Source: an optimization exercise on an open RTL-to-GDS flow (aim: small area and a short achievable clock period). Production flows keep margins and buffers that such runs may drop.
Function was checked by simulation only, so behaviour that the tests miss may differ from the original.
No activity file was given, so power comes from the tool's default toggle rates.

Setup of run A:
Design fifo, start of the top module:
module fifo(clock,reset,pin,sin,din,pout,dout, TM, SI, S0);
input clock,reset;
input pin, sin;
input [8:0] din;
output pout;
output [8:0] dout;
output S0;
input TM, SI;
reg [4:0]   memw, memr;    
reg         ne;            
reg         full;          
reg         one;           
reg [8:0]   dq;            
reg [287:0] mem;           
assign pout = ne;
assign S0   = memw[4];
assign dout = dq;
wire write = pin & ~full;
wire pop   = ~sin & ne;
wire [4:0] w1 = memw + 5'd1;
wire [4:0] r1 = memr + 5'd1;
wire [4:0] wt = {memw[3:0], memr[4]};       
wire two    = (memw == memr + 5'd2);          
wire thirty = ((memw + 5'd2) == memr);        
wire ton0   = (wt == {memr[3:0], 1'b1});
wire ton1   = (wt == {r1[3:0], 1'b0});
wire tne0   = (wt != {memr[3:0], 1'b0});
wire tne1   = (wt != {memr[3:0], 1'b1});
wire tfu0   = ((wt + 5'd1) == {memr[3:0], 1'b0});
wire tfu1   = ((wt + 5'd1) == {memr[3:0], 1'b1});
wire tby0   = (memw == {memr[3:0], 1'b0});
wire tby1   = (memw == {memr[3:0], 1'b1});
wire [31:0] wdec = 32'd1 << memw;
integer i;
always @(posedge clock)
  for (i = 0; i < 32; i = i + 1)
  ...
Size: roughly 770 cells after synthesis, about 26 I/O pins, ~12000 µm² of cells after synthesis.
Settings: LEC_CHECK=0, CAP_MARGIN=20, CORE_MARGIN=2, CORE_UTILIZATION=65, SETUP_SLACK_MARGIN=1.5, SLEW_MARGIN=20, SYNTH_HIERARCHICAL=1; clock period 3.5 ns.
standard.sh (not shown) runs the stock make flow with config.mk's settings and CLKGATE_MAP_FILE= SYNTH_SCRIPT=/design/flow/synth_recipe.tcl, a recipe that flattens the netlist after the stock synthesis.
==> flow/flow/run.sh <==
#!/bin/bash
# Layout flow: the standard ORFS flow (standard.sh), with two changes:
#  - the port buffers are plain buf_2 cells instead of the delay cells
#    buffer_ports picks by default;
#  - the clock tree uses larger sink clusters and no dummy loads;
#  - the floorplan step removes synthesis buffers instead of sizing gates
#    before placement.
# make's full output goes to flow.log in the work folder; ORFS keeps each
# step's own log under orfs/logs/.
set -euo pipefail
export REMOVE_ABC_BUFFERS=1
export BUFFER_PORTS_ARGS="-buffer_cell sky130_fd_sc_hd__buf_2"
export CTS_ARGS="-sink_clustering_enable -repair_clock_nets -dont_use_dummy_load -sink_clustering_size 30 -sink_clustering_max_diameter 80 -buf_list {sky130_fd_sc_hd__clkbuf_8 sky130_fd_sc_hd__clkbuf_16}"
bash standard.sh > flow.log 2>&1
[inputs] run B vs run A
- SETUP_SLACK_MARGIN changed from 1.5 to 1.55
-- flow/flow/run.sh --
<<< run A, line 5
#  - the clock tree uses larger sink clusters and no dummy loads;
#  - the floorplan step removes synthesis buffers instead of sizing gates
#    before placement.
>>> run B, line 5
#  - the clock tree uses larger sink clusters and no dummy loads.
<<< run A, line 11
export REMOVE_ABC_BUFFERS=1
>>> run B, line 9
==> summary.txt <==
- Run B: no failed stages, no open violations at the end
- Run A ended with every stage complete and zero timing, DRC or antenna violations.
- A launching instance or port of the critical path of memr[1]$_DFFE_PP0N_ is what run A shows, while memr[0]$_DFFE_PP0N_ belongs to run B.
- Internal power component went up by a few percent going from run A to run B.
- Measured against run A, the cell leakage power of run B comes out at 1.05 times the reference value.
- Setup slack: higher on run B
- Run A -> run B: worst hold slack flat
- Critical path depth: higher on run B
- Across both runs, clock skew was higher for run B than for run A.
- | post-layout minimum cycle time | run B vs run A | better |
- On sequential power, run B tracks run A almost exactly.
- Adder-cell share of the synthesized area: run B vs run A — no meaningful difference
- Final cell count without fillers for run B: 2.1% up relative to run A
- Comparing signed area change from the synthesized netlist to the final layout for run A and run B, the bigger number came from run B.
--- input diff run B..run C ---
- SETUP_SLACK_MARGIN changed from 1.55 to 1.5
-- flow/flow/run.sh --
<<< run B, line 10
export CTS_ARGS="-sink_clustering_enable -repair_clock_nets -dont_use_dummy_load -sink_clustering_size 30 -sink_clustering_max_diameter 80 -buf_list {sky130_fd_sc_hd__clkbuf_8 sky130_fd_sc_hd__clkbuf_16}"
>>> run C, line 10
export CTS_ARGS="-sink_clustering_enable -repair_clock_nets -dont_use_dummy_load -sink_clustering_size 25 -sink_clustering_max_diameter 70 -buf_list {sky130_fd_sc_hd__clkbuf_8 sky130_fd_sc_hd__clkbuf_16}"
==> summary.txt <==
- Run C did not stop at any stage, and its layout met the timing, DRC and antenna checks.
- Going from run B to run C, the utilization was found to have gone down by 3.3 points.
- NOTE: sequential share of layout area in run C exceeds that of run B
- Run C vs. run B: part of the power in the clock network increased 1.6 points; global-route wire length before repair now sits lower; maximum clock frequency picked up an extra about 1.8%.
- Re synthesized cell count: no difference whatsoever between run B and run C.
- The static leakage in run C sits about 4% below the value recorded for run B.
- Changes observed in run C relative to run B: final worst-path cycle share shrank by 1.1 points, power dissipated in the clock network rose by about 5%, first-iteration DRC count down 555, routed wire length moved down.


The RTL this note starts from:
==> flow/design.v <==
`timescale 1ns/1ns
module fifo(clock,reset,pin,sin,din,pout,dout, TM, SI, S0);
input clock,reset;
input pin, sin;
input [8:0] din;
output pout;
output [8:0] dout;
output S0;
input TM, SI;
reg [4:0]   memw, memr;    
reg         ne;            
reg         full;          
reg [8:0]   dq;            
reg [287:0] mem;           
assign pout = ne;
assign S0   = memw[4];
assign dout = dq;
wire write = pin & ~full;
wire pop   = ~sin & ne;
wire [4:0] r1 = memr + 5'd1;
wire [4:0] wt = {memw[3:0], memr[4]};       
wire one    = (memw == r1);                   
wire thirty = ((memw + 5'd2) == memr);        
wire tne0   = (wt != {memr[3:0], 1'b0});
wire tne1   = (wt != {memr[3:0], 1'b1});
wire tfu0   = ((wt + 5'd1) == {memr[3:0], 1'b0});
wire tfu1   = ((wt + 5'd1) == {memr[3:0], 1'b1});
wire tby0   = (memw == {memr[3:0], 1'b0});
wire tby1   = (memw == {memr[3:0], 1'b1});
wire [31:0] wdec = 32'd1 << memw;
integer i;
always @(posedge clock)
  for (i = 0; i < 32; i = i + 1)
    if (write & wdec[i]) mem[9*i +: 9] <= din;
wire [4:0] rn = ~memr;
wire       tn = ~TM, sn = ~SI;
wire [7:0] hn, ht;                   
wire [3:0] ln, lt;                   
genvar e, b, k;
generate
  for (e = 0; e < 8; e = e + 1) begin : g_hi
    fifo_and3 un (.a(e & 4 ? memr[4] : rn[4]), .b(e & 2 ? memr[3] : rn[3]),
                  .c(e & 1 ? memr[2] : rn[2]), .x(hn[e]));
    fifo_and3 ut (.a(e & 4 ? memr[3] : rn[3]), .b(e & 2 ? memr[2] : rn[2]),
                  .c(e & 1 ? memr[1] : rn[1]), .x(ht[e]));
  end
  for (e = 0; e < 4; e = e + 1) begin : g_lo
    fifo_and3 un (.a(tn), .b(e & 2 ? memr[1] : rn[1]),
                  .c(e & 1 ? memr[0] : rn[0]), .x(ln[e]));
    fifo_and3 ut (.a(TM), .b(e & 2 ? memr[0] : rn[0]),
                  .c(e & 1 ? SI : sn), .x(lt[e]));
  end
endgenerate
wire [31:0] sel;
generate
  for (e = 0; e < 32; e = e + 1) begin : g_sel
    fifo_ao22 u (.a1(hn[((e + 31) % 32) / 4]), .a2(ln[(e + 31) % 4]),
                 .b1(ht[e / 4]),               .b2(lt[e % 4]),
                 .x(sel[e]));
  end
endgenerate
wire byp = write & (TM ? (SI ? tby1 : tby0) : (pop ? one : ~ne));
wire [8:0] dnext;
wire nbyp = ~byp;
generate
  for (b = 0; b < 9; b = b + 1) begin : g_rd
    wire [3:0] g;
    wire [1:0] t;
    wire       bd;
    for (e = 0; e < 4; e = e + 1) begin : g_grp
      wire [7:0] m;
      for (k = 0; k < 8; k = k + 1) begin : g_m
        assign m[k] = mem[9*(8*e+k)+b];
      end
      fifo_andor8 u (.s(sel[8*e +: 8]), .m(m), .y(g[e]));
    end
    fifo_nor2  u0 (.a(g[0]), .b(g[1]), .y(t[0]));
    fifo_nor2  u1 (.a(g[2]), .b(g[3]), .y(t[1]));
    fifo_nor2  u2 (.a(nbyp), .b(din[b]), .y(bd));
    fifo_a31oi u3 (.a1(nbyp), .a2(t[0]), .a3(t[1]), .b1(bd), .y(dnext[b]));
  end
endgenerate
always @(posedge clock)
  if (byp | TM | pop) dq <= dnext;
always @(posedge clock or posedge reset) begin
  if (reset) begin
    memw <= 5'd0;
    memr <= 5'd0;
    ne   <= 1'b0;
    full <= 1'b0;
  end else if (TM) begin
    memw <= wt;
    memr <= {memr[3:0], SI};
    ne   <= SI ? tne1 : tne0;
    full <= SI ? tfu1 : tfu0;
  end else begin
    memw <= memw + {4'd0, write};
    memr <= memr + {4'd0, pop};
    if (write & ~pop) begin
      ne   <= 1'b1;
      full <= thirty;
    end else if (pop & ~write) begin
      ne   <= ~one;
      full <= 1'b0;
    end
  end
end
endmodule
module fifo_and3(input a, b, c, output x);
  assign x = a & b & c;
endmodule
module fifo_nor2(input a, b, output y);
  assign y = ~(a | b);
endmodule
module fifo_a31oi(input a1, a2, a3, b1, output y);
  assign y = ~((a1 & a2 & a3) | b1);
endmodule
module fifo_ao22(input a1, a2, b1, b2, output x);
  assign x = (a1 & a2) | (b1 & b2);
endmodule
module fifo_andor8(input [7:0] s, input [7:0] m, output y);
  assign y = |(s & m);
endmodule
make LEC_CHECK=0 CAP_MARGIN=20 CORE_MARGIN=2 CORE_UTILIZATION=55 CTS_BUF_LIST='sky130_fd_sc_hd__clkbuf_4 sky130_fd_sc_hd__clkbuf_8' GPL_TIMING_DRIVEN=0 SETUP_SLACK_MARGIN=1.0 SLEW_MARGIN=20 SYNTH_HIERARCHICAL=1 finish   # period 3.5 ns
run.sh (not shown) runs the stock make flow with config.mk's settings and CLKGATE_MAP_FILE= SYNTH_SCRIPT=/design/flow/synth_recipe.tcl, a recipe that flattens the netlist after the stock synthesis.
Stock flow here: none of the scripts above is used.
Then changed:
GPL_TIMING_DRIVEN = not set   (was 0)
Total power is higher by 0.91%. Register-to-register slack gets better by 90 ps. Clock-buffer cell count stays the same. Die area does not change. Cell area is higher by 1.4%. Setup slack gets better by 89 ps. Wire length is higher by 9.6%. Non-clock buffer count is higher by 34. Cell count is higher by 2.9%.

separate check: timing with driven ports:
The flow's constraints put no driver on any port. The routed layouts listed below were extracted and timed again, unchanged, in two steps. Step 1 (the two cells are an assumption about what drives the block):
set clk [get_ports {clock}]
set_driving_cell -lib_cell sky130_fd_sc_hd__clkbuf_16 $clk
set_driving_cell -lib_cell sky130_fd_sc_hd__buf_2 [delete_from_list [all_inputs] $clk]
Step 2 moves the port delays by t, midway between the first and last clock arrival at a register: inputs arrive t later, outputs are due t later. That takes back most of the time a late clock gives input paths. Slacks: ideal / step 1 / step 2; pairs: ideal / step 1.
run	shift t [ns]	setup slack, ns	worst hold slack (ns)	latest minus earliest clock arrival (ns)
run A	0.542	1.332 / 1.332 / 0.878	0.232 / 0.202 / 0.563	0.036 / 0.036
run B	0.530	1.345 / 1.345 / 0.896	0.231 / 0.206 / 0.579	0.041 / 0.041
run C	0.530	1.382 / 1.382 / 0.942	0.236 / 0.210 / 0.565	0.035 / 0.035
the first run of note 2	0.599	1.003 / 1.003 / 0.436	0.471 / 0.446 / 0.558	0.026 / 0.027
the second run of note 2	0.603	1.092 / 1.054 / 0.610	0.490 / 0.467 / 0.556	0.024 / 0.024
After both steps every run listed still meets setup and hold. For the first run of note 2, which loses most, drivers alone change the setup slack by 0.000 ns; drivers and shift together by -0.567 ns.
